Source: an optimization exercise on an open RTL-to-GDS flow (aim: small area and a short achievable clock period). Production flows keep margins and buffers that such runs may drop.
At most, simulation tests tie the RTL to the original design; equivalence was not proved.
The RTL of run 2 was laid out without a check of its function.
The clock port is modelled as an ideal driver; clocking choices that lean on that would not hold on a real chip.
No activity file was given, so power comes from the tool's default toggle rates.

==> flow/design.v (outline; a module is shown in full before it is edited, if it fits) <==
// module fa: 10 lines
// module ha: 9 lines
// module karatsaub: 2767 lines
module karatsaub (
    input             clk,
    input             rst,
    input             in_valid,
    input      [31:0] in_a,
    input      [31:0] in_b,
    output            out_valid,
    output reg [63:0] out_c
);
  // ...
==> flow/flow/run.sh <==
#!/bin/bash
# Layout flow: the standard synthesis unchanged, then the standard ORFS
# layout steps with timing repair aimed below the clock period (a larger
# setup slack margin), and before CTS the port buffers made plain
# buffers (pre_cts.tcl).  Each step's output goes to its own log.
set -e
bash standard.sh synth > synth.log 2>&1
bash standard.sh SETUP_SLACK_MARGIN=6.95 PRE_CTS_TCL=$PWD/flow/pre_cts.tcl HOOK_IN_BUF=sky130_fd_sc_hd__buf_1 HOOK_OUT_BUF=sky130_fd_sc_hd__buf_2 HOOK_FF_SIZE=1 HOOK_R1_SIZE=4  finish > layout.log 2>&1
==> flow/flow/pre_cts.tcl <==
# Port buffers: plain buffers instead of delay cells; output-stage flops
# optionally one size up (HOOK_FF_SIZE).  Only drive strengths and buffer
# types change.
set block [ord::get_db_block]
foreach bterm [$block getBTerms] {
  set net [$bterm getNet]
  if {$net == "NULL"} continue
  set name [$bterm getName]
  if {$name == "clk"} continue
  if {[$bterm getIoType] == "INPUT"} {
    foreach it [$net getITerms] {
      set inst [$it getInst]
      set m [[$inst getMaster] getName]
      if {[string match "*dlybuf*" $m] || [string match "*dlygate*" $m]} {
        replace_cell [$inst getName] $::env(HOOK_IN_BUF)
      }
    }
  } else {
    foreach it [$net getITerms] {
      if {![$it isOutputSignal]} continue
      set inst [$it getInst]
      replace_cell [$inst getName] $::env(HOOK_OUT_BUF)
      # the flop behind the output buffer
      foreach it2 [$inst getITerms] {
        if {![$it2 isInputSignal]} continue
        set n2 [$it2 getNet]
        foreach it3 [$n2 getITerms] {
          if {![$it3 isOutputSignal]} continue
          set f [$it3 getInst]
          set fm [[$f getMaster] getName]
          if {$::env(HOOK_FF_SIZE) != 1 && [regsub {_1$} $fm "_$::env(HOOK_FF_SIZE)" nm]} {
            if {[string match "*df*" $fm]} { replace_cell [$f getName] $nm }
          }
        }
      }
    }
  }
}
if {[info exists ::env(HOOK_R1_SIZE)] && $::env(HOOK_R1_SIZE) != ""} {
  foreach inst [$block getInsts] {
    set iname [$inst getName]
    if {![string match "r1_*" $iname]} continue
    set m [[$inst getMaster] getName]
    if {![string match "*dfxtp*" $m]} continue
    foreach it [$inst getITerms] {
      if {![$it isOutputSignal]} continue
      set n [$it getNet]
      if {$n == "NULL"} continue
      if {[llength [$n getITerms]] > 17} { replace_cell $iname sky130_fd_sc_hd__dfxtp_$::env(HOOK_R1_SIZE) }
    }
  }
}
==> flow/standard.sh <==
#!/bin/bash
# synth_recipe.tcl (not shown) runs the flow's synth.tcl, then flattens the netlist and writes it again
# the make line also repeats each setting of config.mk as NAME=value (left out here)
make -C /OpenROAD-flow-scripts/flow DESIGN_CONFIG=/design/flow/config.mk WORK_HOME=/design/flow/orfs CLKGATE_MAP_FILE= SYNTH_SCRIPT=/design/flow/synth_recipe.tcl "${@:-finish}"
==> flow/config.mk <==
export PLATFORM = sky130hd
export DESIGN_NAME = karatsaub
export DESIGN_NICKNAME = karatsaub
export VERILOG_FILES = /design/flow/design.v
export SDC_FILE = /design/flow/constraint.sdc
export NUM_CORES = 4
export LEC_CHECK = 0
export CAP_MARGIN = 20
export CORE_MARGIN = 2
export CORE_UTILIZATION = 60
export CTS_CLUSTER_DIAMETER = 200
export CTS_CLUSTER_SIZE = 15
export SLEW_MARGIN = 20
export SYNTH_HIERARCHICAL = 1
==> flow/constraint.sdc <==
create_clock -name core_clock -period 10.0 [get_ports {clk}]
set_input_delay 2.0000 -clock core_clock [delete_from_list [all_inputs] [get_ports {clk}]]
set_output_delay 2.0000 -clock core_clock [all_outputs]
set_load 0.01 [all_outputs]
==> impl_results.md, run 1 <==
* Outcome: complete, no violations
* Count of buffer and inverter cells on the critical path at 1
* PostCTS Resize Cnt at 5
* Simple-gate area share of the yosys netlist at 0.0241
* Hold Slack at 331 ps
* Adder-cell share of the synthesized area at 0.356
* Proportion of power drawn by the clock network at 0.119
* Initial antenna violation count at 2
* Met3 wirelength from detailed routing at 12.2 mm
* Area of the multi-input gates at 20,400 um2
* Vias at 21,900
* I/O Pins at 132
* Register area at 9370 um2
* Grt met3 use at 0.108
* Sort of element at the end of the critical path: primary output
* Relative area of non-clock buffer cells in the final design at 0.0322
* Wl on met1 at 36.8 mm
* Number of multi-input combinational cells in the layout at 1,863
* Crit-path max cell delay at 350 ps
* Min Tclk post-route at 3040 ps
* Dominant kind of cell: multi-input gates
* Port-buffer cells at 131
* Num rows at 83
* VDD IR max at 0.221 mV
* Combinational logic power at 0.00641 W
* Slew Viols, Final at 0
* Number of maximum-capacitance violations at 0
* Post-synth top area share at 0.323
* Relative contribution of sequential cells to total power at 0.308
* Number of buffers created by CTS at 36
* Number of standard cells in the final layout excluding fillers at 3,346
* Layout net count at 3,305
* Family with the most delay on the worst path: flip-flops
* Startpoint of the worst register-to-register path: r1_n468$_DFF_P_
* CTS tree: done
* Die Area at 53,700 um2
* Initial DRC count at 2,473
* Internal power at 0.00651 W
* Largest Register: out_c
==> run 2, diff against run 1 <==
--- a/flow/design.v
+++ b/flow/design.v
@@ -145,16 +145,18 @@
     reg r3_n761_0;
     reg r2_n765_0;
     reg r2_n766_0;
     reg r2_n766_1;
     reg r3_n768_0;
     reg r2_n772_0;
     reg r2_n773_0;
     reg r2_n773_1;
+    reg r3_n775_0;
+    reg r3_n775_1;
     reg r2_n780_0;
     reg r2_n781_0;
     reg r2_n781_1;
     reg r3_n783_0;
     reg r2_n788_0;
     reg r2_n789_0;
     reg r2_n789_1;
     reg r3_n791_0;
@@ -162,45 +164,50 @@
     reg r2_n797_1;
     reg r2_n798_0;
     reg r2_n798_1;
     reg r3_n800_0;
     reg r2_n804_0;
     reg r2_n805_0;
     reg r2_n806_0;
     reg r2_n806_1;
+    reg r3_n809_0;
     reg r2_n814_0;
     reg r2_n815_0;
     reg r2_n816_0;
     reg r2_n816_1;
     reg r3_n819_0;
+    reg r3_n819_1;
     reg r2_n824_0;
     reg r2_n825_0;
     reg r2_n826_0;
     reg r2_n826_1;
     reg r3_n829_0;
     reg r2_n835_0;
     reg r2_n836_0;
     reg r2_n836_1;
     reg r2_n837_0;
     reg r2_n837_1;
+    reg r3_n840_0;
     reg r2_n847_0;
     reg r2_n847_1;
     reg r2_n848_0;
     reg r2_n848_1;
     reg r3_n851_0;
     reg r2_n859_0;
     reg r2_n859_1;
     reg r2_n860_0;
     reg r2_n860_1;
     reg r3_n863_0;
+    reg r3_n863_1;
     reg r2_n871_0;
     reg r2_n871_1;
     reg r2_n872_0;
     reg r2_n872_1;
+    reg r3_n875_0;
     reg r2_n884_0;
     reg r2_n884_1;
     reg r2_n885_0;
     reg r2_n885_1;
     reg r3_n888_0;
     reg r2_n894_0;
     reg r2_n895_0;
     reg r2_n896_0;
@@ -208,39 +215,44 @@
     reg r2_n897_0;
     reg r2_n897_1;
     reg r3_n901_0;
     reg r2_n909_0;
     reg r2_n910_0;
     reg r2_n910_1;
     reg r2_n911_0;
     reg r2_n911_1;
+    reg r3_n915_0;
+    reg r3_n915_1;
     reg r2_n923_0;
     reg r2_n924_0;
     reg r2_n924_1;
     reg r2_n925_0;
     reg r2_n925_1;
     reg r3_n929_0;
     reg r2_n938_0;
     reg r2_n939_0;
     reg r2_n939_1;
     reg r2_n940_0;
     reg r2_n940_1;
+    reg r3_n944_0;
     reg r2_n953_0;
     reg r2_n953_1;
     reg r2_n954_0;
     reg r2_n954_1;
     reg r2_n955_0;
     reg r2_n955_1;
     reg r3_n959_0;
+    reg r3_n959_1;
     reg r2_n968_0;
     reg r2_n969_0;
     reg r2_n969_1;
     reg r2_n970_0;
     reg r2_n970_1;
+    reg r3_n974_0;
     reg r2_n985_0;
     reg r2_n985_1;
     reg r2_n986_0;
     reg r2_n986_1;
     reg r2_n987_0;
     reg r2_n987_1;
     reg r3_n991_0;
     reg r2_n1000_0;
@@ -366,26 +378,16 @@
     reg r2_n1257_1;
     reg r2_n1258;
     reg r3_n1260_0;
     reg r2_n1261_0;
     reg r2_n1262_0;
     reg r3_n1262_0;
     reg r3_n1263_0;
     reg r3_n1263_1;
-    reg r3_n1264_0;
-    reg r3_n1264_1;
-    reg r3_n1265_0;
-    reg r3_n1265_1;
-    reg r3_n1266_0;
-    reg r3_n1266_1;
-    reg r3_n1267_0;
-    reg r3_n1267_1;
-    reg r3_n1268_0;
-    reg r3_n1268_1;
     reg r3_n1269_0;
     reg r3_n1269_1;
     reg r3_n1270_0;
     reg r3_n1270_1;
     reg r3_n1271_0;
     reg r3_n1271_1;
     reg r3_n1272_0;
     reg r3_n1272_1;
@@ -407,32 +409,28 @@
     reg r3_n1280_1;
     reg r3_n1281_0;
     reg r3_n1281_1;
     reg r3_n1282_0;
     reg r3_n1282_1;
     reg r3_n1283_0;
     reg r3_n1283_1;
     reg r3_n1284_0;
-    reg r3_n1284_1;
-    reg r3_n1285_0;
-    reg r3_n1285_1;
-    reg r3_n1286_0;
-    reg r2_n1326;
-    reg r3_n1353;
+    reg r2_n1322;
+    reg r3_n1351;
+    reg r2_n1495;
+    reg r3_n1495;
+    reg r2_n1496;
+    reg r3_n1496;
     reg r2_n1497;
     reg r3_n1497;
-    reg r2_n1498;
     reg r3_n1498;
-    reg r2_n1499;
     reg r3_n1499;
     reg r3_n1500;
     reg r3_n1501;
-    reg r3_n1502;
-    reg r3_n1503;
     wire n64 = ~in_a[0];
     wire n65 = ~in_a[1];
     wire n66 = ~in_a[2];
     wire n67 = ~in_a[3];
     wire n68 = ~in_a[4];
     wire n69 = ~in_a[5];
     wire n70 = ~in_a[6];
     wire n71 = ~in_a[7];
@@ -1190,33 +1188,33 @@
     fa u771 (.a(n324), .b(n359), .c(n762_1), .s(n771_0), .co(n771_1));
     wire n772_0, n772_1;
     fa u772 (.a(n763_1), .b(n764_1), .c(n769_0), .s(n772_0), .co(n772_1));
     wire n773_0, n773_1;
     fa u773 (.a(n770_0), .b(n765_1), .c(n771_0), .s(n773_0), .co(n773_1));
     wire n774_0, n774_1;
     fa u774 (.a(r2_n772_0), .b(r2_n766_1), .c(r2_n773_0), .s(n774_0), .co(n774_1));
     wire n775_0, n775_1;
-    ha u775 (.a(n767_1), .b(n774_0), .s(n775_0), .co(n775_1));
+    fa u775 (.a(n767_1), .b(n774_0), .c(n768_1), .s(n775_0), .co(n775_1));
     wire n776_0, n776_1;
     fa u776 (.a(n428), .b(n115), .c(n150), .s(n776_0), .co(n776_1));
     wire n777_0, n777_1;
     fa u777 (.a(n185), .b(n220), .c(n255), .s(n777_0), .co(n777_1));
     wire n778_0, n778_1;
     fa u778 (.a(n290), .b(n325), .c(n360), .s(n778_0), .co(n778_1));
     wire n779_0, n779_1;
     fa u779 (.a(n395), .b(n769_1), .c(n770_1), .s(n779_0), .co(n779_1));
     wire n780_0, n780_1;
     fa u780 (.a(n776_0), .b(n777_0), .c(n778_0), .s(n780_0), .co(n780_1));
     wire n781_0, n781_1;
     fa u781 (.a(n771_1), .b(n772_1), .c(n779_0), .s(n781_0), .co(n781_1));
     wire n782_0, n782_1;
     fa u782 (.a(r2_n780_0), .b(r2_n773_1), .c(r2_n781_0), .s(n782_0), .co(n782_1));
     wire n783_0, n783_1;
-    fa u783 (.a(n774_1), .b(n782_0), .c(n775_1), .s(n783_0), .co(n783_1));
+    ha u783 (.a(n774_1), .b(n782_0), .s(n783_0), .co(n783_1));
     wire n784_0, n784_1;
     fa u784 (.a(n116), .b(n151), .c(n186), .s(n784_0), .co(n784_1));
     wire n785_0, n785_1;
     fa u785 (.a(n221), .b(n256), .c(n291), .s(n785_0), .co(n785_1));
     wire n786_0, n786_1;
     fa u786 (.a(n326), .b(n361), .c(n396), .s(n786_0), .co(n786_1));
     wire n787_0, n787_1;
     fa u787 (.a(n776_1), .b(n777_1), .c(n778_1), .s(n787_0), .co(n787_1));
@@ -1258,17 +1256,17 @@
     fa u805 (.a(n794_1), .b(n801_0), .c(n802_0), .s(n805_0), .co(n805_1));
     wire n806_0, n806_1;
     fa u806 (.a(n803_0), .b(n795_1), .c(n796_1), .s(n806_0), .co(n806_1));
     wire n807_0, n807_1;
     fa u807 (.a(r2_n804_0), .b(r2_n805_0), .c(r2_n797_1), .s(n807_0), .co(n807_1));
     wire n808_0, n808_1;
     fa u808 (.a(r2_n798_1), .b(r2_n806_0), .c(n807_0), .s(n808_0), .co(n808_1));
     wire n809_0, n809_1;
-    ha u809 (.a(n799_1), .b(n808_0), .s(n809_0), .co(n809_1));
+    fa u809 (.a(n799_1), .b(n808_0), .c(n800_1), .s(n809_0), .co(n809_1));
     wire n810_0, n810_1;
     fa u810 (.a(n502), .b(n119), .c(n154), .s(n810_0), .co(n810_1));
     wire n811_0, n811_1;
     fa u811 (.a(n189), .b(n224), .c(n259), .s(n811_0), .co(n811_1));
     wire n812_0, n812_1;
     fa u812 (.a(n294), .b(n329), .c(n364), .s(n812_0), .co(n812_1));
     wire n813_0, n813_1;
     fa u813 (.a(n399), .b(n434), .c(n469), .s(n813_0), .co(n813_1));
@@ -1298,17 +1296,17 @@
     fa u825 (.a(n820_0), .b(n821_0), .c(n822_0), .s(n825_0), .co(n825_1));
     wire n826_0, n826_1;
     fa u826 (.a(n814_1), .b(n815_1), .c(n823_0), .s(n826_0), .co(n826_1));
     wire n827_0, n827_1;
     fa u827 (.a(r2_n824_0), .b(r2_n825_0), .c(r2_n816_1), .s(n827_0), .co(n827_1));
     wire n828_0, n828_1;
     fa u828 (.a(r2_n826_0), .b(n817_1), .c(n827_0), .s(n828_0), .co(n828_1));
     wire n829_0, n829_1;
-    fa u829 (.a(n818_1), .b(n828_0), .c(n819_1), .s(n829_0), .co(n829_1));
+    ha u829 (.a(n818_1), .b(n828_0), .s(n829_0), .co(n829_1));
     wire n830_0, n830_1;
     fa u830 (.a(n539), .b(n121), .c(n156), .s(n830_0), .co(n830_1));
     wire n831_0, n831_1;
     fa u831 (.a(n191), .b(n226), .c(n261), .s(n831_0), .co(n831_1));
     wire n832_0, n832_1;
     fa u832 (.a(n296), .b(n331), .c(n366), .s(n832_0), .co(n832_1));
     wire n833_0, n833_1;
     fa u833 (.a(n401), .b(n436), .c(n471), .s(n833_0), .co(n833_1));
@@ -1320,17 +1318,17 @@
     fa u836 (.a(n832_0), .b(n833_0), .c(n823_1), .s(n836_0), .co(n836_1));
     wire n837_0, n837_1;
     fa u837 (.a(n824_1), .b(n825_1), .c(n834_0), .s(n837_0), .co(n837_1));
     wire n838_0, n838_1;
     fa u838 (.a(r2_n835_0), .b(r2_n826_1), .c(r2_n836_0), .s(n838_0), .co(n838_1));
     wire n839_0, n839_1;
     fa u839 (.a(r2_n837_0), .b(n827_1), .c(n838_0), .s(n839_0), .co(n839_1));
     wire n840_0, n840_1;
-    ha u840 (.a(n828_1), .b(n839_0), .s(n840_0), .co(n840_1));
+    fa u840 (.a(n828_1), .b(n839_0), .c(n829_1), .s(n840_0), .co(n840_1));
     wire n841_0, n841_1;
     fa u841 (.a(n122), .b(n157), .c(n192), .s(n841_0), .co(n841_1));
     wire n842_0, n842_1;
     fa u842 (.a(n227), .b(n262), .c(n297), .s(n842_0), .co(n842_1));
     wire n843_0, n843_1;
     fa u843 (.a(n332), .b(n367), .c(n402), .s(n843_0), .co(n843_1));
     wire n844_0, n844_1;
     fa u844 (.a(n437), .b(n472), .c(n507), .s(n844_0), .co(n844_1));
@@ -1470,17 +1468,17 @@
     fa u911 (.a(n895_1), .b(n907_0), .c(n908_0), .s(n911_0), .co(n911_1));
     wire n912_0, n912_1;
     fa u912 (.a(r2_n909_0), .b(r2_n896_1), .c(r2_n897_1), .s(n912_0), .co(n912_1));
     wire n913_0, n913_1;
     fa u913 (.a(r2_n910_0), .b(r2_n911_0), .c(n898_1), .s(n913_0), .co(n913_1));
     wire n914_0, n914_1;
     fa u914 (.a(n899_1), .b(n912_0), .c(n913_0), .s(n914_0), .co(n914_1));
     wire n915_0, n915_1;
-    ha u915 (.a(n900_1), .b(n914_0), .s(n915_0), .co(n915_1));
+    fa u915 (.a(n900_1), .b(n914_0), .c(n901_1), .s(n915_0), .co(n915_1));
     wire n916_0, n916_1;
     fa u916 (.a(n128), .b(n163), .c(n198), .s(n916_0), .co(n916_1));
     wire n917_0, n917_1;
     fa u917 (.a(n233), .b(n268), .c(n303), .s(n917_0), .co(n917_1));
     wire n918_0, n918_1;
     fa u918 (.a(n338), .b(n373), .c(n408), .s(n918_0), .co(n918_1));
     wire n919_0, n919_1;
     fa u919 (.a(n443), .b(n478), .c(n513), .s(n919_0), .co(n919_1));
@@ -1498,17 +1496,17 @@
     fa u925 (.a(n909_1), .b(n921_0), .c(n922_0), .s(n925_0), .co(n925_1));
     wire n926_0, n926_1;
     fa u926 (.a(r2_n923_0), .b(r2_n910_1), .c(r2_n911_1), .s(n926_0), .co(n926_1));
     wire n927_0, n927_1;
     fa u927 (.a(r2_n924_0), .b(r2_n925_0), .c(n912_1), .s(n927_0), .co(n927_1));
     wire n928_0, n928_1;
     fa u928 (.a(n926_0), .b(n913_1), .c(n927_0), .s(n928_0), .co(n928_1));
     wire n929_0, n929_1;
-    fa u929 (.a(n914_1), .b(n928_0), .c(n915_1), .s(n929_0), .co(n929_1));
+    ha u929 (.a(n914_1), .b(n928_0), .s(n929_0), .co(n929_1));
     wire n930_0, n930_1;
     fa u930 (.a(n687), .b(n129), .c(n164), .s(n930_0), .co(n930_1));
     wire n931_0, n931_1;
     fa u931 (.a(n199), .b(n234), .c(n269), .s(n931_0), .co(n931_1));
     wire n932_0, n932_1;
     fa u932 (.a(n304), .b(n339), .c(n374), .s(n932_0), .co(n932_1));
     wire n933_0, n933_1;
     fa u933 (.a(n409), .b(n444), .c(n479), .s(n933_0), .co(n933_1));
@@ -1528,17 +1526,17 @@
     fa u940 (.a(n935_0), .b(n936_0), .c(n937_0), .s(n940_0), .co(n940_1));
     wire n941_0, n941_1;
     fa u941 (.a(r2_n938_0), .b(r2_n924_1), .c(r2_n925_1), .s(n941_0), .co(n941_1));
     wire n942_0, n942_1;
     fa u942 (.a(r2_n939_0), .b(r2_n940_0), .c(n926_1), .s(n942_0), .co(n942_1));
     wire n943_0, n943_1;
     fa u943 (.a(n941_0), .b(n927_1), .c(n942_0), .s(n943_0), .co(n943_1));
     wire n944_0, n944_1;
-    ha u944 (.a(n928_1), .b(n943_0), .s(n944_0), .co(n944_1));
+    fa u944 (.a(n928_1), .b(n943_0), .c(n929_1), .s(n944_0), .co(n944_1));
     wire n945_0, n945_1;
     fa u945 (.a(n130), .b(n165), .c(n200), .s(n945_0), .co(n945_1));
     wire n946_0, n946_1;
     fa u946 (.a(n235), .b(n270), .c(n305), .s(n946_0), .co(n946_1));
     wire n947_0, n947_1;
     fa u947 (.a(n340), .b(n375), .c(n410), .s(n947_0), .co(n947_1));
     wire n948_0, n948_1;
     fa u948 (.a(n445), .b(n480), .c(n515), .s(n948_0), .co(n948_1));
@@ -2136,261 +2134,257 @@
     fa u1260 (.a(r2_n1258), .b(r2_n1256_1), .c(r2_n1257_1), .s(n1260_0), .co(n1260_1));
     wire n1261_0, n1261_1;
     fa u1261 (.a(r1_n653), .b(n719), .c(n1259), .s(n1261_0), .co(n1261_1));
     wire n1262_0, n1262_1;
     ha u1262 (.a(n99), .b(n132), .s(n1262_0), .co(n1262_1));
     wire n1263_0, n1263_1;
     ha u1263 (.a(n739_1), .b(n744_0), .s(n1263_0), .co(n1263_1));
     wire n1264_0, n1264_1;
-    ha u1264 (.a(n768_1), .b(n775_0), .s(n1264_0), .co(n1264_1));
+    ha u1264 (.a(r3_n775_1), .b(r3_n783_0), .s(n1264_0), .co(n1264_1));
     wire n1265_0, n1265_1;
-    ha u1265 (.a(n800_1), .b(n809_0), .s(n1265_0), .co(n1265_1));
+    ha u1265 (.a(r3_n819_1), .b(r3_n829_0), .s(n1265_0), .co(n1265_1));
     wire n1266_0, n1266_1;
-    ha u1266 (.a(n829_1), .b(n840_0), .s(n1266_0), .co(n1266_1));
+    ha u1266 (.a(r3_n863_1), .b(r3_n875_0), .s(n1266_0), .co(n1266_1));
     wire n1267_0, n1267_1;
-    ha u1267 (.a(n863_1), .b(n875_0), .s(n1267_0), .co(n1267_1));
+    ha u1267 (.a(r3_n915_1), .b(r3_n929_0), .s(n1267_0), .co(n1267_1));
     wire n1268_0, n1268_1;
-    ha u1268 (.a(n901_1), .b(n915_0), .s(n1268_0), .co(n1268_1));
+    ha u1268 (.a(r3_n959_1), .b(r3_n974_0), .s(n1268_0), .co(n1268_1));
     wire n1269_0, n1269_1;
-    ha u1269 (.a(n929_1), .b(n944_0), .s(n1269_0), .co(n1269_1));
+    ha u1269 (.a(n991_1), .b(n1008_0), .s(n1269_0), .co(n1269_1));
     wire n1270_0, n1270_1;
-    ha u1270 (.a(n959_1), .b(n974_0), .s(n1270_0), .co(n1270_1));
+    ha u1270 (.a(n1008_1), .b(n1023_0), .s(n1270_0), .co(n1270_1));
     wire n1271_0, n1271_1;
-    ha u1271 (.a(n991_1), .b(n1008_0), .s(n1271_0), .co(n1271_1));
+    ha u1271 (.a(n1039_1), .b(n1053_0), .s(n1271_0), .co(n1271_1));
     wire n1272_0, n1272_1;
-    ha u1272 (.a(n1008_1), .b(n1023_0), .s(n1272_0), .co(n1272_1));
+    ha u1272 (.a(n1068_1), .b(n1081_0), .s(n1272_0), .co(n1272_1));
     wire n1273_0, n1273_1;
-    ha u1273 (.a(n1039_1), .b(n1053_0), .s(n1273_0), .co(n1273_1));
+    ha u1273 (.a(n1095_1), .b(n1107_0), .s(n1273_0), .co(n1273_1));
     wire n1274_0, n1274_1;
-    ha u1274 (.a(n1068_1), .b(n1081_0), .s(n1274_0), .co(n1274_1));
+    ha u1274 (.a(n1120_1), .b(n1131_0), .s(n1274_0), .co(n1274_1));
     wire n1275_0, n1275_1;
-    ha u1275 (.a(n1095_1), .b(n1107_0), .s(n1275_0), .co(n1275_1));
+    ha u1275 (.a(n1143_1), .b(n1153_0), .s(n1275_0), .co(n1275_1));
     wire n1276_0, n1276_1;
-    ha u1276 (.a(n1120_1), .b(n1131_0), .s(n1276_0), .co(n1276_1));
+    ha u1276 (.a(n1164_1), .b(n1173_0), .s(n1276_0), .co(n1276_1));
     wire n1277_0, n1277_1;
-    ha u1277 (.a(n1143_1), .b(n1153_0), .s(n1277_0), .co(n1277_1));
+    ha u1277 (.a(n1183_1), .b(n1191_0), .s(n1277_0), .co(n1277_1));
     wire n1278_0, n1278_1;
-    ha u1278 (.a(n1164_1), .b(n1173_0), .s(n1278_0), .co(n1278_1));
+    ha u1278 (.a(n1200_1), .b(n1207_0), .s(n1278_0), .co(n1278_1));
     wire n1279_0, n1279_1;
-    ha u1279 (.a(n1183_1), .b(n1191_0), .s(n1279_0), .co(n1279_1));
+    ha u1279 (.a(n1215_1), .b(n1221_0), .s(n1279_0), .co(n1279_1));
     wire n1280_0, n1280_1;
-    ha u1280 (.a(n1200_1), .b(n1207_0), .s(n1280_0), .co(n1280_1));
+    ha u1280 (.a(n1228_1), .b(n1233_0), .s(n1280_0), .co(n1280_1));
     wire n1281_0, n1281_1;
-    ha u1281 (.a(n1215_1), .b(n1221_0), .s(n1281_0), .co(n1281_1));
+    ha u1281 (.a(n1239_1), .b(n1243_0), .s(n1281_0), .co(n1281_1));
     wire n1282_0, n1282_1;
-    ha u1282 (.a(n1228_1), .b(n1233_0), .s(n1282_0), .co(n1282_1));
+    ha u1282 (.a(n1248_1), .b(n1251_0), .s(n1282_0), .co(n1282_1));
     wire n1283_0, n1283_1;
-    ha u1283 (.a(n1239_1), .b(n1243_0), .s(n1283_0), .co(n1283_1));
+    ha u1283 (.a(n1255_1), .b(r2_n1257_0), .s(n1283_0), .co(n1283_1));
     wire n1284_0, n1284_1;
-    ha u1284 (.a(n1248_1), .b(n1251_0), .s(n1284_0), .co(n1284_1));
-    wire n1285_0, n1285_1;
-    ha u1285 (.a(n1255_1), .b(r2_n1257_0), .s(n1285_0), .co(n1285_1));
-    wire n1286_0, n1286_1;
-    ha u1286 (.a(n1260_1), .b(r2_n1261_0), .s(n1286_0), .co(n1286_1));
-    wire n1287 = n100 & n1262_1;
-    wire n1289 = n721_0 & n720_0;
-    wire n1290 = n725_0 & r2_n723_0;
-    wire n1291 = n731_0 & n728_0;
-    wire n1292 = r3_n739_0 & r3_n735_0;
-    wire n1293 = r3_n749_0 & r3_n1263_1;
-    wire n1294 = r3_n749_0 & r3_n1263_0;
-    wire n1295 = r3_n761_0 & r3_n755_0;
-    wire n1296 = r3_n1264_0 & r3_n768_0;
-    wire n1297 = r3_n791_0 & r3_n783_0;
-    wire n1298 = r3_n1265_0 & r3_n800_0;
-    wire n1299 = r3_n829_0 & r3_n819_0;
-    wire n1300 = r3_n851_0 & r3_n1266_1;
-    wire n1301 = r3_n851_0 & r3_n1266_0;
-    wire n1302 = r3_n1267_0 & r3_n863_0;
-    wire n1303 = r3_n901_0 & r3_n888_0;
-    wire n1304 = r3_n929_0 & r3_n1268_1;
-    wire n1305 = r3_n929_0 & r3_n1268_0;
-    wire n1306 = r3_n959_0 & r3_n1269_1;
-    wire n1307 = r3_n959_0 & r3_n1269_0;
-    wire n1308 = r3_n991_0 & r3_n1270_1;
-    wire n1309 = r3_n991_0 & r3_n1270_0;
-    wire n1310 = r3_n1272_1 | (r3_n1272_0 & r3_n1271_1);
-    wire n1311 = r3_n1272_0 & r3_n1271_0;
-    wire n1312 = r3_n1273_0 & r3_n1039_0;
-    wire n1313 = r3_n1274_0 & r3_n1068_0;
-    wire n1314 = r3_n1275_0 & r3_n1095_0;
-    wire n1315 = r3_n1276_0 & r3_n1120_0;
-    wire n1316 = r3_n1277_0 & r3_n1143_0;
-    wire n1317 = r3_n1278_0 & r3_n1164_0;
-    wire n1318 = r3_n1279_0 & r3_n1183_0;
-    wire n1319 = r3_n1280_0 & r3_n1200_0;
-    wire n1320 = r3_n1281_0 & r3_n1215_0;
-    wire n1321 = r3_n1282_0 & r3_n1228_0;
-    wire n1322 = r3_n1283_0 & r3_n1239_0;
-    wire n1323 = r3_n1284_0 & r3_n1248_0;
-    wire n1324 = r3_n1285_0 & r3_n1255_0;
-    wire n1326 = n1289 & n1287;
-    wire n1328 = n1291 & n1290;
-    wire n1329 = n1294 & n1292;
-    wire n1330 = n1296 & n1295;
-    wire n1331 = n1298 & n1297;
-    wire n1332 = n1301 & n1299;
-    wire n1333 = n1303 & r3_n1267_1;
+    ha u1284 (.a(n1260_1), .b(r2_n1261_0), .s(n1284_0), .co(n1284_1));
+    wire n1285 = n100 & n1262_1;
+    wire n1287 = n721_0 & n720_0;
+    wire n1288 = n725_0 & r2_n723_0;
+    wire n1289 = n731_0 & n728_0;
+    wire n1290 = r3_n739_0 & r3_n735_0;
+    wire n1291 = r3_n749_0 & r3_n1263_1;
+    wire n1292 = r3_n749_0 & r3_n1263_0;
+    wire n1293 = r3_n761_0 & r3_n755_0;
+    wire n1294 = r3_n775_0 & r3_n768_0;
+    wire n1295 = r3_n791_0 & n1264_1;
+    wire n1296 = r3_n791_0 & n1264_0;
+    wire n1297 = r3_n809_0 & r3_n800_0;
+    wire n1298 = n1265_0 & r3_n819_0;
+    wire n1299 = r3_n851_0 & r3_n840_0;
+    wire n1300 = n1266_0 & r3_n863_0;
+    wire n1301 = r3_n901_0 & r3_n888_0;
+    wire n1302 = n1267_0 & r3_n915_0;
+    wire n1303 = r3_n959_0 & r3_n944_0;
+    wire n1304 = r3_n991_0 & n1268_1;
+    wire n1305 = r3_n991_0 & n1268_0;
+    wire n1306 = r3_n1270_1 | (r3_n1270_0 & r3_n1269_1);
+    wire n1307 = r3_n1270_0 & r3_n1269_0;
+    wire n1308 = r3_n1271_0 & r3_n1039_0;
+    wire n1309 = r3_n1272_0 & r3_n1068_0;
+    wire n1310 = r3_n1273_0 & r3_n1095_0;
+    wire n1311 = r3_n1274_0 & r3_n1120_0;
+    wire n1312 = r3_n1275_0 & r3_n1143_0;
+    wire n1313 = r3_n1276_0 & r3_n1164_0;
+    wire n1314 = r3_n1277_0 & r3_n1183_0;
+    wire n1315 = r3_n1278_0 & r3_n1200_0;
+    wire n1316 = r3_n1279_0 & r3_n1215_0;
+    wire n1317 = r3_n1280_0 & r3_n1228_0;
+    wire n1318 = r3_n1281_0 & r3_n1239_0;
+    wire n1319 = r3_n1282_0 & r3_n1248_0;
+    wire n1320 = r3_n1283_0 & r3_n1255_0;
+    wire n1322 = n1287 & n1285;
+    wire n1324 = n1289 & n1288;
+    wire n1325 = n1292 & n1290;
+    wire n1326 = n1294 & n1293;
+    wire n1327 = n1297 & n1295;
+    wire n1328 = n1297 & n1296;
+    wire n1329 = n1299 & n1265_1;
+    wire n1330 = n1299 & n1298;
+    wire n1331 = n1301 & n1266_1;
+    wire n1332 = n1301 & n1300;
+    wire n1333 = n1303 & n1267_1;
     wire n1334 = n1303 & n1302;
     wire n1335 = n1306 | (n1307 & n1304);
     wire n1336 = n1307 & n1305;
-    wire n1337 = n1310 | (n1311 & n1308);
-    wire n1338 = n1311 & n1309;
-    wire n1339 = r3_n1274_1 | (n1313 & r3_n1273_1);
-    wire n1340 = n1313 & n1312;
-    wire n1341 = r3_n1276_1 | (n1315 & r3_n1275_1);
-    wire n1342 = n1315 & n1314;
-    wire n1343 = r3_n1278_1 | (n1317 & r3_n1277_1);
-    wire n1344 = n1317 & n1316;
-    wire n1345 = r3_n1280_1 | (n1319 & r3_n1279_1);
-    wire n1346 = n1319 & n1318;
-    wire n1347 = r3_n1282_1 | (n1321 & r3_n1281_1);
-    wire n1348 = n1321 & n1320;
-    wire n1349 = r3_n1284_1 | (n1323 & r3_n1283_1);
-    wire n1350 = n1323 & n1322;
-    wire n1353 = n1328 & r2_n1326;
-    wire n1355 = r3_n1264_1 | (n1330 & n1293);
-    wire n1356 = n1330 & n1329;
-    wire n1357 = n1300 | (n1332 & r3_n1265_1);
-    wire n1358 = n1332 & n1331;
-    wire n1359 = n1335 | (n1336 & n1333);
-    wire n1360 = n1336 & n1334;
-    wire n1361 = n1339 | (n1340 & n1337);
-    wire n1362 = n1340 & n1338;
-    wire n1363 = n1343 | (n1344 & n1341);
-    wire n1364 = n1344 & n1342;
-    wire n1365 = n1347 | (n1348 & n1345);
-    wire n1366 = n1348 & n1346;
-    wire n1369 = n1355 | (n1356 & r3_n1353);
-    wire n1371 = n1359 | (n1360 & n1357);
-    wire n1372 = n1360 & n1358;
-    wire n1373 = n1363 | (n1364 & n1361);
-    wire n1374 = n1364 & n1362;
-    wire n1377 = n1371 | (n1372 & n1369);
-    wire n1383 = n1373 | (n1374 & n1377);
-    wire n1385 = n1357 | (n1358 & n1369);
-    wire n1387 = n1361 | (n1362 & n1377);
-    wire n1389 = n1365 | (n1366 & n1383);
-    wire n1391 = n1293 | (n1329 & r3_n1353);
-    wire n1393 = r3_n1265_1 | (n1331 & n1369);
-    wire n1395 = n1333 | (n1334 & n1385);
-    wire n1397 = n1337 | (n1338 & n1377);
-    wire n1399 = n1341 | (n1342 & n1387);
-    wire n1401 = n1345 | (n1346 & n1383);
-    wire n1403 = n1349 | (n1350 & n1389);
-    wire n1405 = n1290 & r2_n1326;
-    wire n1407 = n1292 & r3_n1353;
-    wire n1409 = n1295 & n1391;
-    wire n1411 = n1297 & n1369;
-    wire n1413 = n1299 & n1393;
-    wire n1415 = r3_n1267_1 | (n1302 & n1385);
-    wire n1417 = n1304 | (n1305 & n1395);
-    wire n1419 = n1308 | (n1309 & n1377);
-    wire n1421 = r3_n1273_1 | (n1312 & n1397);
-    wire n1423 = r3_n1275_1 | (n1314 & n1387);
-    wire n1425 = r3_n1277_1 | (n1316 & n1399);
-    wire n1427 = r3_n1279_1 | (n1318 & n1383);
-    wire n1429 = r3_n1281_1 | (n1320 & n1401);
-    wire n1431 = r3_n1283_1 | (n1322 & n1389);
-    wire n1433 = r3_n1285_1 | (n1324 & n1403);
-    wire n1435 = n720_0 & n1287;
-    wire n1437 = r2_n723_0 & r2_n1326;
-    wire n1439 = n728_0 & n1405;
-    wire n1441 = r3_n735_0 & r3_n1353;
-    wire n1443 = r3_n1263_1 | (r3_n1263_0 & n1407);
-    wire n1445 = r3_n755_0 & n1391;
-    wire n1447 = r3_n768_0 & n1409;
-    wire n1449 = r3_n783_0 & n1369;
-    wire n1451 = r3_n800_0 & n1411;
-    wire n1453 = r3_n819_0 & n1393;
-    wire n1455 = r3_n1266_1 | (r3_n1266_0 & n1413);
-    wire n1457 = r3_n863_0 & n1385;
-    wire n1459 = r3_n888_0 & n1415;
-    wire n1461 = r3_n1268_1 | (r3_n1268_0 & n1395);
-    wire n1463 = r3_n1269_1 | (r3_n1269_0 & n1417);
-    wire n1465 = r3_n1270_1 | (r3_n1270_0 & n1377);
-    wire n1467 = r3_n1271_1 | (r3_n1271_0 & n1419);
-    wire n1469 = r3_n1039_0 & n1397;
-    wire n1471 = r3_n1068_0 & n1421;
-    wire n1473 = r3_n1095_0 & n1387;
-    wire n1475 = r3_n1120_0 & n1423;
-    wire n1477 = r3_n1143_0 & n1399;
-    wire n1479 = r3_n1164_0 & n1425;
-    wire n1481 = r3_n1183_0 & n1383;
-    wire n1483 = r3_n1200_0 & n1427;
-    wire n1485 = r3_n1215_0 & n1401;
-    wire n1487 = r3_n1228_0 & n1429;
-    wire n1489 = r3_n1239_0 & n1389;
-    wire n1491 = r3_n1248_0 & n1431;
-    wire n1493 = r3_n1255_0 & n1403;
-    wire n1495 = r3_n1260_0 & n1433;
-    wire n1497 = n100 ^ n1262_1;
-    wire n1498 = n720_0 ^ n1287;
-    wire n1499 = n721_0 ^ n1435;
-    wire n1500 = r2_n723_0 ^ r2_n1326;
-    wire n1501 = n725_0 ^ n1437;
-    wire n1502 = n728_0 ^ n1405;
-    wire n1503 = n731_0 ^ n1439;
-    wire n1504 = r3_n735_0 ^ r3_n1353;
-    wire n1505 = r3_n739_0 ^ n1441;
-    wire n1506 = r3_n1263_0 ^ n1407;
-    wire n1507 = r3_n749_0 ^ n1443;
-    wire n1508 = r3_n755_0 ^ n1391;
-    wire n1509 = r3_n761_0 ^ n1445;
-    wire n1510 = r3_n768_0 ^ n1409;
-    wire n1511 = r3_n1264_0 ^ n1447;
-    wire n1512 = r3_n783_0 ^ n1369;
-    wire n1513 = r3_n791_0 ^ n1449;
-    wire n1514 = r3_n800_0 ^ n1411;
-    wire n1515 = r3_n1265_0 ^ n1451;
-    wire n1516 = r3_n819_0 ^ n1393;
-    wire n1517 = r3_n829_0 ^ n1453;
-    wire n1518 = r3_n1266_0 ^ n1413;
-    wire n1519 = r3_n851_0 ^ n1455;
-    wire n1520 = r3_n863_0 ^ n1385;
-    wire n1521 = r3_n1267_0 ^ n1457;
-    wire n1522 = r3_n888_0 ^ n1415;
-    wire n1523 = r3_n901_0 ^ n1459;
-    wire n1524 = r3_n1268_0 ^ n1395;
-    wire n1525 = r3_n929_0 ^ n1461;
-    wire n1526 = r3_n1269_0 ^ n1417;
-    wire n1527 = r3_n959_0 ^ n1463;
-    wire n1528 = r3_n1270_0 ^ n1377;
-    wire n1529 = r3_n991_0 ^ n1465;
-    wire n1530 = r3_n1271_0 ^ n1419;
-    wire n1531 = r3_n1272_0 ^ n1467;
-    wire n1532 = r3_n1039_0 ^ n1397;
-    wire n1533 = r3_n1273_0 ^ n1469;
-    wire n1534 = r3_n1068_0 ^ n1421;
-    wire n1535 = r3_n1274_0 ^ n1471;
-    wire n1536 = r3_n1095_0 ^ n1387;
-    wire n1537 = r3_n1275_0 ^ n1473;
-    wire n1538 = r3_n1120_0 ^ n1423;
-    wire n1539 = r3_n1276_0 ^ n1475;
-    wire n1540 = r3_n1143_0 ^ n1399;
-    wire n1541 = r3_n1277_0 ^ n1477;
-    wire n1542 = r3_n1164_0 ^ n1425;
-    wire n1543 = r3_n1278_0 ^ n1479;
-    wire n1544 = r3_n1183_0 ^ n1383;
-    wire n1545 = r3_n1279_0 ^ n1481;
-    wire n1546 = r3_n1200_0 ^ n1427;
-    wire n1547 = r3_n1280_0 ^ n1483;
-    wire n1548 = r3_n1215_0 ^ n1401;
-    wire n1549 = r3_n1281_0 ^ n1485;
-    wire n1550 = r3_n1228_0 ^ n1429;
-    wire n1551 = r3_n1282_0 ^ n1487;
-    wire n1552 = r3_n1239_0 ^ n1389;
-    wire n1553 = r3_n1283_0 ^ n1489;
-    wire n1554 = r3_n1248_0 ^ n1431;
-    wire n1555 = r3_n1284_0 ^ n1491;
-    wire n1556 = r3_n1255_0 ^ n1403;
-    wire n1557 = r3_n1285_0 ^ n1493;
-    wire n1558 = r3_n1260_0 ^ n1433;
-    wire n1559 = r3_n1286_0 ^ n1495;
+    wire n1337 = r3_n1272_1 | (n1309 & r3_n1271_1);
+    wire n1338 = n1309 & n1308;
+    wire n1339 = r3_n1274_1 | (n1311 & r3_n1273_1);
+    wire n1340 = n1311 & n1310;
+    wire n1341 = r3_n1276_1 | (n1313 & r3_n1275_1);
+    wire n1342 = n1313 & n1312;
+    wire n1343 = r3_n1278_1 | (n1315 & r3_n1277_1);
+    wire n1344 = n1315 & n1314;
+    wire n1345 = r3_n1280_1 | (n1317 & r3_n1279_1);
+    wire n1346 = n1317 & n1316;
+    wire n1347 = r3_n1282_1 | (n1319 & r3_n1281_1);
+    wire n1348 = n1319 & n1318;
+    wire n1351 = n1324 & r2_n1322;
+    wire n1353 = n1326 & n1291;
+    wire n1354 = n1326 & n1325;
+    wire n1355 = n1329 | (n1330 & n1327);
+    wire n1356 = n1330 & n1328;
+    wire n1357 = n1333 | (n1334 & n1331);
+    wire n1358 = n1334 & n1332;
+    wire n1359 = n1337 | (n1338 & n1335);
+    wire n1360 = n1338 & n1336;
+    wire n1361 = n1341 | (n1342 & n1339);
+    wire n1362 = n1342 & n1340;
+    wire n1363 = n1345 | (n1346 & n1343);
+    wire n1364 = n1346 & n1344;
+    wire n1367 = n1353 | (n1354 & r3_n1351);
+    wire n1369 = n1357 | (n1358 & n1355);
+    wire n1370 = n1358 & n1356;
+    wire n1371 = n1361 | (n1362 & n1359);
+    wire n1372 = n1362 & n1360;
+    wire n1375 = n1369 | (n1370 & n1367);
+    wire n1381 = n1371 | (n1372 & n1375);
+    wire n1383 = n1355 | (n1356 & n1367);
+    wire n1385 = n1359 | (n1360 & n1375);
+    wire n1387 = n1363 | (n1364 & n1381);
+    wire n1389 = n1291 | (n1325 & r3_n1351);
+    wire n1391 = n1327 | (n1328 & n1367);
+    wire n1393 = n1331 | (n1332 & n1383);
+    wire n1395 = n1335 | (n1336 & n1375);
+    wire n1397 = n1339 | (n1340 & n1385);
+    wire n1399 = n1343 | (n1344 & n1381);
+    wire n1401 = n1347 | (n1348 & n1387);
+    wire n1403 = n1288 & r2_n1322;
+    wire n1405 = n1290 & r3_n1351;
+    wire n1407 = n1293 & n1389;
+    wire n1409 = n1295 | (n1296 & n1367);
+    wire n1411 = n1265_1 | (n1298 & n1391);
+    wire n1413 = n1266_1 | (n1300 & n1383);
+    wire n1415 = n1267_1 | (n1302 & n1393);
+    wire n1417 = n1304 | (n1305 & n1375);
+    wire n1419 = r3_n1271_1 | (n1308 & n1395);
+    wire n1421 = r3_n1273_1 | (n1310 & n1385);
+    wire n1423 = r3_n1275_1 | (n1312 & n1397);
+    wire n1425 = r3_n1277_1 | (n1314 & n1381);
+    wire n1427 = r3_n1279_1 | (n1316 & n1399);
+    wire n1429 = r3_n1281_1 | (n1318 & n1387);
+    wire n1431 = r3_n1283_1 | (n1320 & n1401);
+    wire n1433 = n720_0 & n1285;
+    wire n1435 = r2_n723_0 & r2_n1322;
+    wire n1437 = n728_0 & n1403;
+    wire n1439 = r3_n735_0 & r3_n1351;
+    wire n1441 = r3_n1263_1 | (r3_n1263_0 & n1405);
+    wire n1443 = r3_n755_0 & n1389;
+    wire n1445 = r3_n768_0 & n1407;
+    wire n1447 = n1264_1 | (n1264_0 & n1367);
+    wire n1449 = r3_n800_0 & n1409;
+    wire n1451 = r3_n819_0 & n1391;
+    wire n1453 = r3_n840_0 & n1411;
+    wire n1455 = r3_n863_0 & n1383;
+    wire n1457 = r3_n888_0 & n1413;
+    wire n1459 = r3_n915_0 & n1393;
+    wire n1461 = r3_n944_0 & n1415;
+    wire n1463 = n1268_1 | (n1268_0 & n1375);
+    wire n1465 = r3_n1269_1 | (r3_n1269_0 & n1417);
+    wire n1467 = r3_n1039_0 & n1395;
+    wire n1469 = r3_n1068_0 & n1419;
+    wire n1471 = r3_n1095_0 & n1385;
+    wire n1473 = r3_n1120_0 & n1421;
+    wire n1475 = r3_n1143_0 & n1397;
+    wire n1477 = r3_n1164_0 & n1423;
+    wire n1479 = r3_n1183_0 & n1381;
+    wire n1481 = r3_n1200_0 & n1425;
+    wire n1483 = r3_n1215_0 & n1399;
+    wire n1485 = r3_n1228_0 & n1427;
+    wire n1487 = r3_n1239_0 & n1387;
+    wire n1489 = r3_n1248_0 & n1429;
+    wire n1491 = r3_n1255_0 & n1401;
+    wire n1493 = r3_n1260_0 & n1431;
+    wire n1495 = n100 ^ n1262_1;
+    wire n1496 = n720_0 ^ n1285;
+    wire n1497 = n721_0 ^ n1433;
+    wire n1498 = r2_n723_0 ^ r2_n1322;
+    wire n1499 = n725_0 ^ n1435;
+    wire n1500 = n728_0 ^ n1403;
+    wire n1501 = n731_0 ^ n1437;
+    wire n1502 = r3_n735_0 ^ r3_n1351;
+    wire n1503 = r3_n739_0 ^ n1439;
+    wire n1504 = r3_n1263_0 ^ n1405;
+    wire n1505 = r3_n749_0 ^ n1441;
+    wire n1506 = r3_n755_0 ^ n1389;
+    wire n1507 = r3_n761_0 ^ n1443;
+    wire n1508 = r3_n768_0 ^ n1407;
+    wire n1509 = r3_n775_0 ^ n1445;
+    wire n1510 = n1264_0 ^ n1367;
+    wire n1511 = r3_n791_0 ^ n1447;
+    wire n1512 = r3_n800_0 ^ n1409;
+    wire n1513 = r3_n809_0 ^ n1449;
+    wire n1514 = r3_n819_0 ^ n1391;
+    wire n1515 = n1265_0 ^ n1451;
+    wire n1516 = r3_n840_0 ^ n1411;
+    wire n1517 = r3_n851_0 ^ n1453;
+    wire n1518 = r3_n863_0 ^ n1383;
+    wire n1519 = n1266_0 ^ n1455;
+    wire n1520 = r3_n888_0 ^ n1413;
+    wire n1521 = r3_n901_0 ^ n1457;
+    wire n1522 = r3_n915_0 ^ n1393;
+    wire n1523 = n1267_0 ^ n1459;
+    wire n1524 = r3_n944_0 ^ n1415;
+    wire n1525 = r3_n959_0 ^ n1461;
+    wire n1526 = n1268_0 ^ n1375;
+    wire n1527 = r3_n991_0 ^ n1463;
+    wire n1528 = r3_n1269_0 ^ n1417;
+    wire n1529 = r3_n1270_0 ^ n1465;
+    wire n1530 = r3_n1039_0 ^ n1395;
+    wire n1531 = r3_n1271_0 ^ n1467;
+    wire n1532 = r3_n1068_0 ^ n1419;
+    wire n1533 = r3_n1272_0 ^ n1469;
+    wire n1534 = r3_n1095_0 ^ n1385;
+    wire n1535 = r3_n1273_0 ^ n1471;
+    wire n1536 = r3_n1120_0 ^ n1421;
+    wire n1537 = r3_n1274_0 ^ n1473;
+    wire n1538 = r3_n1143_0 ^ n1397;
+    wire n1539 = r3_n1275_0 ^ n1475;
+    wire n1540 = r3_n1164_0 ^ n1423;
+    wire n1541 = r3_n1276_0 ^ n1477;
+    wire n1542 = r3_n1183_0 ^ n1381;
+    wire n1543 = r3_n1277_0 ^ n1479;
+    wire n1544 = r3_n1200_0 ^ n1425;
+    wire n1545 = r3_n1278_0 ^ n1481;
+    wire n1546 = r3_n1215_0 ^ n1399;
+    wire n1547 = r3_n1279_0 ^ n1483;
+    wire n1548 = r3_n1228_0 ^ n1427;
+    wire n1549 = r3_n1280_0 ^ n1485;
+    wire n1550 = r3_n1239_0 ^ n1387;
+    wire n1551 = r3_n1281_0 ^ n1487;
+    wire n1552 = r3_n1248_0 ^ n1429;
+    wire n1553 = r3_n1282_0 ^ n1489;
+    wire n1554 = r3_n1255_0 ^ n1401;
+    wire n1555 = r3_n1283_0 ^ n1491;
+    wire n1556 = r3_n1260_0 ^ n1431;
+    wire n1557 = r3_n1284_0 ^ n1493;
     always @(posedge clk) begin
         r1_n64 <= n64;
         r1_n65 <= n65;
         r1_n66 <= n66;
         r1_n67 <= n67;
         r1_n68 <= n68;
         r1_n69 <= n69;
         r1_n70 <= n70;
@@ -2498,16 +2492,18 @@
         r3_n761_0 <= n761_0;
         r2_n765_0 <= n765_0;
         r2_n766_0 <= n766_0;
         r2_n766_1 <= n766_1;
         r3_n768_0 <= n768_0;
         r2_n772_0 <= n772_0;
         r2_n773_0 <= n773_0;
         r2_n773_1 <= n773_1;
+        r3_n775_0 <= n775_0;
+        r3_n775_1 <= n775_1;
         r2_n780_0 <= n780_0;
         r2_n781_0 <= n781_0;
         r2_n781_1 <= n781_1;
         r3_n783_0 <= n783_0;
         r2_n788_0 <= n788_0;
         r2_n789_0 <= n789_0;
         r2_n789_1 <= n789_1;
         r3_n791_0 <= n791_0;
@@ -2515,45 +2511,50 @@
         r2_n797_1 <= n797_1;
         r2_n798_0 <= n798_0;
         r2_n798_1 <= n798_1;
         r3_n800_0 <= n800_0;
         r2_n804_0 <= n804_0;
         r2_n805_0 <= n805_0;
         r2_n806_0 <= n806_0;
         r2_n806_1 <= n806_1;
+        r3_n809_0 <= n809_0;
         r2_n814_0 <= n814_0;
         r2_n815_0 <= n815_0;
         r2_n816_0 <= n816_0;
         r2_n816_1 <= n816_1;
         r3_n819_0 <= n819_0;
+        r3_n819_1 <= n819_1;
         r2_n824_0 <= n824_0;
         r2_n825_0 <= n825_0;
         r2_n826_0 <= n826_0;
         r2_n826_1 <= n826_1;
         r3_n829_0 <= n829_0;
         r2_n835_0 <= n835_0;
         r2_n836_0 <= n836_0;
         r2_n836_1 <= n836_1;
         r2_n837_0 <= n837_0;
         r2_n837_1 <= n837_1;
+        r3_n840_0 <= n840_0;
         r2_n847_0 <= n847_0;
         r2_n847_1 <= n847_1;
         r2_n848_0 <= n848_0;
         r2_n848_1 <= n848_1;
         r3_n851_0 <= n851_0;
         r2_n859_0 <= n859_0;
         r2_n859_1 <= n859_1;
         r2_n860_0 <= n860_0;
         r2_n860_1 <= n860_1;
         r3_n863_0 <= n863_0;
+        r3_n863_1 <= n863_1;
         r2_n871_0 <= n871_0;
         r2_n871_1 <= n871_1;
         r2_n872_0 <= n872_0;
         r2_n872_1 <= n872_1;
+        r3_n875_0 <= n875_0;
         r2_n884_0 <= n884_0;
         r2_n884_1 <= n884_1;
         r2_n885_0 <= n885_0;
         r2_n885_1 <= n885_1;
         r3_n888_0 <= n888_0;
         r2_n894_0 <= n894_0;
         r2_n895_0 <= n895_0;
         r2_n896_0 <= n896_0;
@@ -2561,39 +2562,44 @@
         r2_n897_0 <= n897_0;
         r2_n897_1 <= n897_1;
         r3_n901_0 <= n901_0;
         r2_n909_0 <= n909_0;
         r2_n910_0 <= n910_0;
         r2_n910_1 <= n910_1;
         r2_n911_0 <= n911_0;
         r2_n911_1 <= n911_1;
+        r3_n915_0 <= n915_0;
+        r3_n915_1 <= n915_1;
         r2_n923_0 <= n923_0;
         r2_n924_0 <= n924_0;
         r2_n924_1 <= n924_1;
         r2_n925_0 <= n925_0;
         r2_n925_1 <= n925_1;
         r3_n929_0 <= n929_0;
         r2_n938_0 <= n938_0;
         r2_n939_0 <= n939_0;
         r2_n939_1 <= n939_1;
         r2_n940_0 <= n940_0;
         r2_n940_1 <= n940_1;
+        r3_n944_0 <= n944_0;
         r2_n953_0 <= n953_0;
         r2_n953_1 <= n953_1;
         r2_n954_0 <= n954_0;
         r2_n954_1 <= n954_1;
         r2_n955_0 <= n955_0;
         r2_n955_1 <= n955_1;
         r3_n959_0 <= n959_0;
+        r3_n959_1 <= n959_1;
         r2_n968_0 <= n968_0;
         r2_n969_0 <= n969_0;
         r2_n969_1 <= n969_1;
         r2_n970_0 <= n970_0;
         r2_n970_1 <= n970_1;
+        r3_n974_0 <= n974_0;
         r2_n985_0 <= n985_0;
         r2_n985_1 <= n985_1;
         r2_n986_0 <= n986_0;
         r2_n986_1 <= n986_1;
         r2_n987_0 <= n987_0;
         r2_n987_1 <= n987_1;
         r3_n991_0 <= n991_0;
         r2_n1000_0 <= n1000_0;
@@ -2719,26 +2725,16 @@
         r2_n1257_1 <= n1257_1;
         r2_n1258 <= n1258;
         r3_n1260_0 <= n1260_0;
         r2_n1261_0 <= n1261_0;
         r2_n1262_0 <= n1262_0;
         r3_n1262_0 <= r2_n1262_0;
         r3_n1263_0 <= n1263_0;
         r3_n1263_1 <= n1263_1;
-        r3_n1264_0 <= n1264_0;
-        r3_n1264_1 <= n1264_1;
-        r3_n1265_0 <= n1265_0;
-        r3_n1265_1 <= n1265_1;
-        r3_n1266_0 <= n1266_0;
-        r3_n1266_1 <= n1266_1;
-        r3_n1267_0 <= n1267_0;
-        r3_n1267_1 <= n1267_1;
-        r3_n1268_0 <= n1268_0;
-        r3_n1268_1 <= n1268_1;
         r3_n1269_0 <= n1269_0;
         r3_n1269_1 <= n1269_1;
         r3_n1270_0 <= n1270_0;
         r3_n1270_1 <= n1270_1;
         r3_n1271_0 <= n1271_0;
         r3_n1271_1 <= n1271_1;
         r3_n1272_0 <= n1272_0;
         r3_n1272_1 <= n1272_1;
@@ -2760,29 +2756,25 @@
         r3_n1280_1 <= n1280_1;
         r3_n1281_0 <= n1281_0;
         r3_n1281_1 <= n1281_1;
         r3_n1282_0 <= n1282_0;
         r3_n1282_1 <= n1282_1;
         r3_n1283_0 <= n1283_0;
         r3_n1283_1 <= n1283_1;
         r3_n1284_0 <= n1284_0;
-        r3_n1284_1 <= n1284_1;
-        r3_n1285_0 <= n1285_0;
-        r3_n1285_1 <= n1285_1;
-        r3_n1286_0 <= n1286_0;
-        r2_n1326 <= n1326;
-        r3_n1353 <= n1353;
+        r2_n1322 <= n1322;
+        r3_n1351 <= n1351;
+        r2_n1495 <= n1495;
+        r3_n1495 <= r2_n1495;
+        r2_n1496 <= n1496;
+        r3_n1496 <= r2_n1496;
         r2_n1497 <= n1497;
         r3_n1497 <= r2_n1497;
-        r2_n1498 <= n1498;
-        r3_n1498 <= r2_n1498;
-        r2_n1499 <= n1499;
-        r3_n1499 <= r2_n1499;
+        r3_n1498 <= n1498;
+        r3_n1499 <= n1499;
         r3_n1500 <= n1500;
         r3_n1501 <= n1501;
-        r3_n1502 <= n1502;
-        r3_n1503 <= n1503;
     end
     always @(posedge clk) begin
-        out_c <= {n1559, n1558, n1557, n1556, n1555, n1554, n1553, n1552, n1551, n1550, n1549, n1548, n1547, n1546, n1545, n1544, n1543, n1542, n1541, n1540, n1539, n1538, n1537, n1536, n1535, n1534, n1533, n1532, n1531, n1530, n1529, n1528, n1527, n1526, n1525, n1524, n1523, n1522, n1521, n1520, n1519, n1518, n1517, n1516, n1515, n1514, n1513, n1512, n1511, n1510, n1509, n1508, n1507, n1506, n1505, n1504, r3_n1503, r3_n1502, r3_n1501, r3_n1500, r3_n1499, r3_n1498, r3_n1497, r3_n1262_0};
+        out_c <= {n1557, n1556, n1555, n1554, n1553, n1552, n1551, n1550, n1549, n1548, n1547, n1546, n1545, n1544, n1543, n1542, n1541, n1540, n1539, n1538, n1537, n1536, n1535, n1534, n1533, n1532, n1531, n1530, n1529, n1528, n1527, n1526, n1525, n1524, n1523, n1522, n1521, n1520, n1519, n1518, n1517, n1516, n1515, n1514, n1513, n1512, n1511, n1510, n1509, n1508, n1507, n1506, n1505, n1504, n1503, n1502, r3_n1501, r3_n1500, r3_n1499, r3_n1498, r3_n1497, r3_n1496, r3_n1495, r3_n1262_0};
     end
 endmodule
==> impl_results.md, run 2 <==
* Port-buffer cells at 131 (unchanged)
* CTS tree: done (unchanged)
* Final Wtd Congestion at 0.882 (was 0.864)
* Chip Height at 231 um (was 232 um)
* EDFF count, synth at 0 (unchanged)
* Outcome: complete, no violations (unchanged)
* Maximum clock frequency at 329 MHz (was 328 MHz)
* Routed length per placed instance at 28.3 um (was 28.4 um)
* Simple-gate area share of the yosys netlist at 0.0242 (was 0.0241)
* Area growth from synthesis to final layout at 6.34% (was 6.13%)
* Maximum number of pins on one net before global-route repair at 66 (unchanged)
* Count of buffer and inverter cells on the critical path at 1 (unchanged)
* Hold Slack at 328 ps (was 331 ps)
* Share of layout cells above drive strength 1 at 0.0895 (was 0.0874)
* Syn_area_per_cell at 11.5 um2 (was 11.4 um2)
* Gate count of the mapped netlist at 2,710 (was 2,717)
* Vias at 21,800 (was 21,900)
* Final setup TNS at 0 ps (unchanged)
* Registers with the most flip-flops: out_c (64), vld (4) (unchanged)
* Count of filler cells inserted in the layout at 4,047 (was 4,134)
* Crit path launch type: register (unchanged)
* Sort of element at the end of the critical path: primary output (unchanged)
* Number of cells traversed by the worst hold path at 0 (unchanged)
* Sequential-to-total area share from yosys stat at 0.297 (was 0.298)
* Total DRC errors in the routed layout at 0 (unchanged)
* Area share of xor/xnor cells in the synthesized design at 0.162 (about the same)
* Number of buffers created by CTS at 36 (unchanged)
* Static power due to leakage at 12.1 nW (was 12.2 nW)
* Proportion of register bits with asynchronous set or reset after synthesis at 0.00870 (was 0.00866)
* Routed Antenna Nets at 0 (unchanged)
* Slowest CP cell: sky130_fd_sc_hd__dfxtp_2 (was sky130_fd_sc_hd__dfrtp_1)
* Maximum fanout along the worst path at 1 (unchanged)
* I/O Pins at 132 (unchanged)
* Post-synthesis sequential element count at 460 (was 462)
* Global-route wire length before repair at 145 mm (was 146 mm)
* Adder-cell share of the synthesized area at 0.356 (about the same)
* Die Area at 53,600 um2 (was 53,700 um2)
* Post-synthesis compound-gate area fraction at 0.113 (about the same)
* Most frequently used flop master after synthesis: sky130_fd_sc_hd__dfxtp_1 (unchanged)
* Min Tclk post-route at 3040 ps (about the same)
* R2r worst-path depth at 7 (unchanged)
* Arrival time at the worst endpoint at 1040 ps (about the same)
* Slew Viols, Final at 0 (unchanged)
* Worst setup path category: register to primary output (unchanged)
* Most used standard cell by instance count after synthesis: sky130_fd_sc_hd__xnor2_1 (unchanged)
* Proportion of synthesized area in mux cells at 0 (unchanged)
* Starting utilization of the core area at 0.606 (about the same)
* Max_slew headroom at 0.446 (was 0.468)
* Routed wire length at 94.5 mm (was 95.0 mm)
* Number of optimization iterations in the first detailed-route pass at 9 (was 6)
* RSZ-0062 raised after global routing: yes (unchanged)
* Number of maximum-capacitance violations at 0 (unchanged)
* Number of cells on the critical path at 1 (unchanged)
* Clock transition at the registers of the reported paths at 70 ps (was 60 ps)
* HPWL after detailed placement at 60.2 mm (was 60.7 mm)
* Portion of the clock cycle consumed by the worst path in the final layout at 0.304 (about the same)
* Post-Route Skew at 29.7 ps (was 25.9 ps)
* Net count of the mapped netlist at 3,358 (was 3,367)
* Post-synth top area share at 0.325 (was 0.323)
* Top library cells by usage in the layout, fill and taps aside: 546 x sky130_fd_sc_hd__xnor2_1, 504 x sky130_fd_sc_hd__fa_1, 496 x sky130_fd_sc_hd__o22ai_1, 404 x sky130_fd_sc_hd__dfxtp_1, 103 x sky130_fd_sc_hd__inv_1 (was 549 x sky130_fd_sc_hd__xnor2_1, 502 x sky130_fd_sc_hd__fa_1, 496 x sky130_fd_sc_hd__o22ai_1, 417 x sky130_fd_sc_hd__dfxtp_1, 102 x sky130_fd_sc_hd__inv_1)
* Largest Register: out_c (unchanged)
* Yosys top cell by area: sky130_fd_sc_hd__fa_1 (unchanged)
* Worst hold path type: register to register (unchanged)
* Cell Chain, Critical Path: buf_6 (was buf_2)
* Power per cell area at 332 nW/um2 (was 339 nW/um2)
* Die Wd at 231 um (was 232 um)
* Largest family of logic cells by synthesized area: adder cells (unchanged)
* Most frequent standard cell in the layout excluding fill and tap cells: sky130_fd_sc_hd__xnor2_1 (unchanged)
* Ranking of synthesized cells by instance count: 547 x sky130_fd_sc_hd__xnor2_1, 504 x sky130_fd_sc_hd__fa_1, 496 x sky130_fd_sc_hd__o22ai_1, 456 x sky130_fd_sc_hd__dfxtp_1, 276 x sky130_fd_sc_hd__clkbuf_1 (was 549 x sky130_fd_sc_hd__xnor2_1, 502 x sky130_fd_sc_hd__fa_1, 496 x sky130_fd_sc_hd__o22ai_1, 458 x sky130_fd_sc_hd__dfxtp_1, 281 x sky130_fd_sc_hd__clkbuf_1)
* Global-route usage over all layers at 0.363 (was 0.366)
* Clock Latency Late Sink at 580 ps (about the same)
* Number of unique standard cell types used by synthesis at 43 (was 44)
* VDD IR max at 0.226 mV (was 0.221 mV)
* Initial DRC count at 2,809 (was 2,473)
* Via count of the first global-routing pass at 23,200 (was 23,600)
* Core Footprint at 51,200 um2 (was 51,300 um2)
* Initial antenna violation count at 4 (was 2)
* Final Hold Violating Endpoints at 0 (unchanged)
* Avg Vias per Cell at 6.53 (was 6.55)
* Global route overflow at 0 (unchanged)
* Final count of negative-setup-slack endpoints at 0 (unchanged)
* Layout net count at 3,291 (was 3,305)
* Clock sink total at 460 (was 462)
* Synthesis Warnings at 7 (unchanged)
* Crit-path max cell delay at 370 ps (was 350 ps)
* Top area cells in the synthesized netlist: sky130_fd_sc_hd__fa_1 33%, sky130_fd_sc_hd__dfxtp_1 29%, sky130_fd_sc_hd__xnor2_1 15%, sky130_fd_sc_hd__o22ai_1 10%, sky130_fd_sc_hd__clkbuf_1 3.3% (was sky130_fd_sc_hd__fa_1 32%, sky130_fd_sc_hd__dfxtp_1 29%, sky130_fd_sc_hd__xnor2_1 15%, sky130_fd_sc_hd__o22ai_1 10%, sky130_fd_sc_hd__clkbuf_1 3.4%)
* Cell Area, Synth at 31,000 um2 (was 31,100 um2)
* Required time worst endpoint at 8000 ps (about the same)
* Num rows at 83 (unchanged)
* Transition at the pin with the smallest max-transition slack at 831 ps (was 798 ps)
* Flip-flop count of the largest register after layout at 64 (unchanged)
* Family with the most delay on the worst path: flip-flops (unchanged)
-- run 2: cell types whose count changed in the layout (fill, tap and decap cells not counted), sizes merged, moves of 3 or more --
cell	change
nor2	-8
a31o	-6
o211a	-3
and3	-3
buf	-5
nand2	+6
ha	-4
clkbuf	+6
o31ai	+3
o21bai	+4
-- run 2: area by class of cell --
| class | instances | area [um2] | share of cell area |
|---|---|---|---|
| Antenna cell | 1 | 2.50 | 0.0000758 |
| Clock buffer | 53 | 986 | 0.0299 |
| Clock inverter | 1 | 7.51 | 0.000227 |
| Inverter | 103 | 387 | 0.0117 |
| Multi-Input combinational cell | 1857 | 20400 | 0.617 |
| Sequential cell | 460 | 9360 | 0.284 |
| Tap cell | 680 | 851 | 0.0258 |
| Timing Repair Buffer | 185 | 1050 | 0.0317 |
-- run 2: per-layer routing --
| metal | global-route usage | up-vias | wire, um |
|---|---|---|---|
| met4 | 0.160 | 4 | 4680 |
| met1 | 0.495 | 11000 | 35800 |
| met3 | 0.107 | 369 | 12400 |
| met5 | 0 | - | 27 |
| li1 | - | 8870 | - |
| met2 | 0.539 | 1611 | 41500 |
-- run 2: cell families after synthesis --
| logic type | Yosys count |
|---|---|
| AOI/OAI and AO/OA | 553 |
| and+or+nand+nor | 149 |
| adders and majority gates | 581 |
| DFF | 460 |
| buffers and inverters | 393 |
| xor gates and xnor gates | 574 |
-- run 2: path summary, 6_finish.rpt --
path / start / to / slack, ps
setup / recovery: out_c[61]$_DFF_P_ / out_c[61] / 6960
hold / removal: r3_n1262_0$_DFF_P_ / out_c[0]$_DFF_P_ / 330
setup reg to reg: r1_n283$_DFF_P_ / r2_n1117_1$_DFF_P_ / 6990
hold reg to reg: r3_n1262_0$_DFF_P_ / out_c[0]$_DFF_P_ / 330
max in group asynchronous: rst / vld[1]$_DFF_PP0_ / 8580
min in group asynchronous: rst / vld[2]$_DFF_PP0_ / 1280
-- run 2: per-stage QoR --
stage / instance area (um2) / utilization / setup slack (ps) / instances / total power (W)
after floorplan: 31000 / - / 6970 / 2710 / 0.00729
after global placement: 32600 / 0.636 / 6750 / 3284 / 0.00966
after detailed placement: 32600 / 0.636 / 6770 / 3284 / 0.00988
after CTS: 33000 / 0.644 / 6940 / 3338 / 0.0112
after global routing: 33000 / 0.645 / 6930 / 3339 / 0.0121
final: 33000 / 0.645 / 6960 / 3340 / 0.0110
-- run 2: what timing repair did --
item                       in CTS  in global routing
resized for setup              18                  8
pin swaps                       0                  1
setup buffers                   0                  1
hold buffers                    0                  0
setup endpoints to repair      19                 36
-- run 2: Yosys stat by module, one instance, submodules excluded --
module	area [um2]	times used	cells
ha	12.5	29	1
fa	20.0	504	1
karatsaub	20600	1	2177
-- run 2: power by group --
group / total, W / switching, W / internal, W
clock: 0.00132 / 0.000644 / 0.000679
sequential: 0.00344 / 0.000571 / 0.00286
combinational: 0.00621 / 0.00332 / 0.00289

## afterwards: timing with drivers on the ports
Ports are ideal in the flow. The routed layouts listed here were re-timed in OpenROAD.
Step 1 assumes that a clkbuf_16 drives the clock port and a buf_2 every other input.
Step 2 also shifts input and output timing later by t, the mid clock arrival at the registers, as if the neighbouring blocks saw the same clock.
Three values: ideal ports, drivers, drivers and shift; two values: the first two.
run	t, ns	setup slack, ns	latest minus earliest clock arrival (ns)	worst register clock-pin slew, ns	cell pins on the clock port's net
run 1	0.631	6.956 / 6.892 / 6.958	0.027 / 0.026	0.09 / 0.09	1
run 2	0.623	6.957 / 6.896 / 6.986	0.031 / 0.031	0.08 / 0.08	1
After both steps every run listed still meets setup and hold.
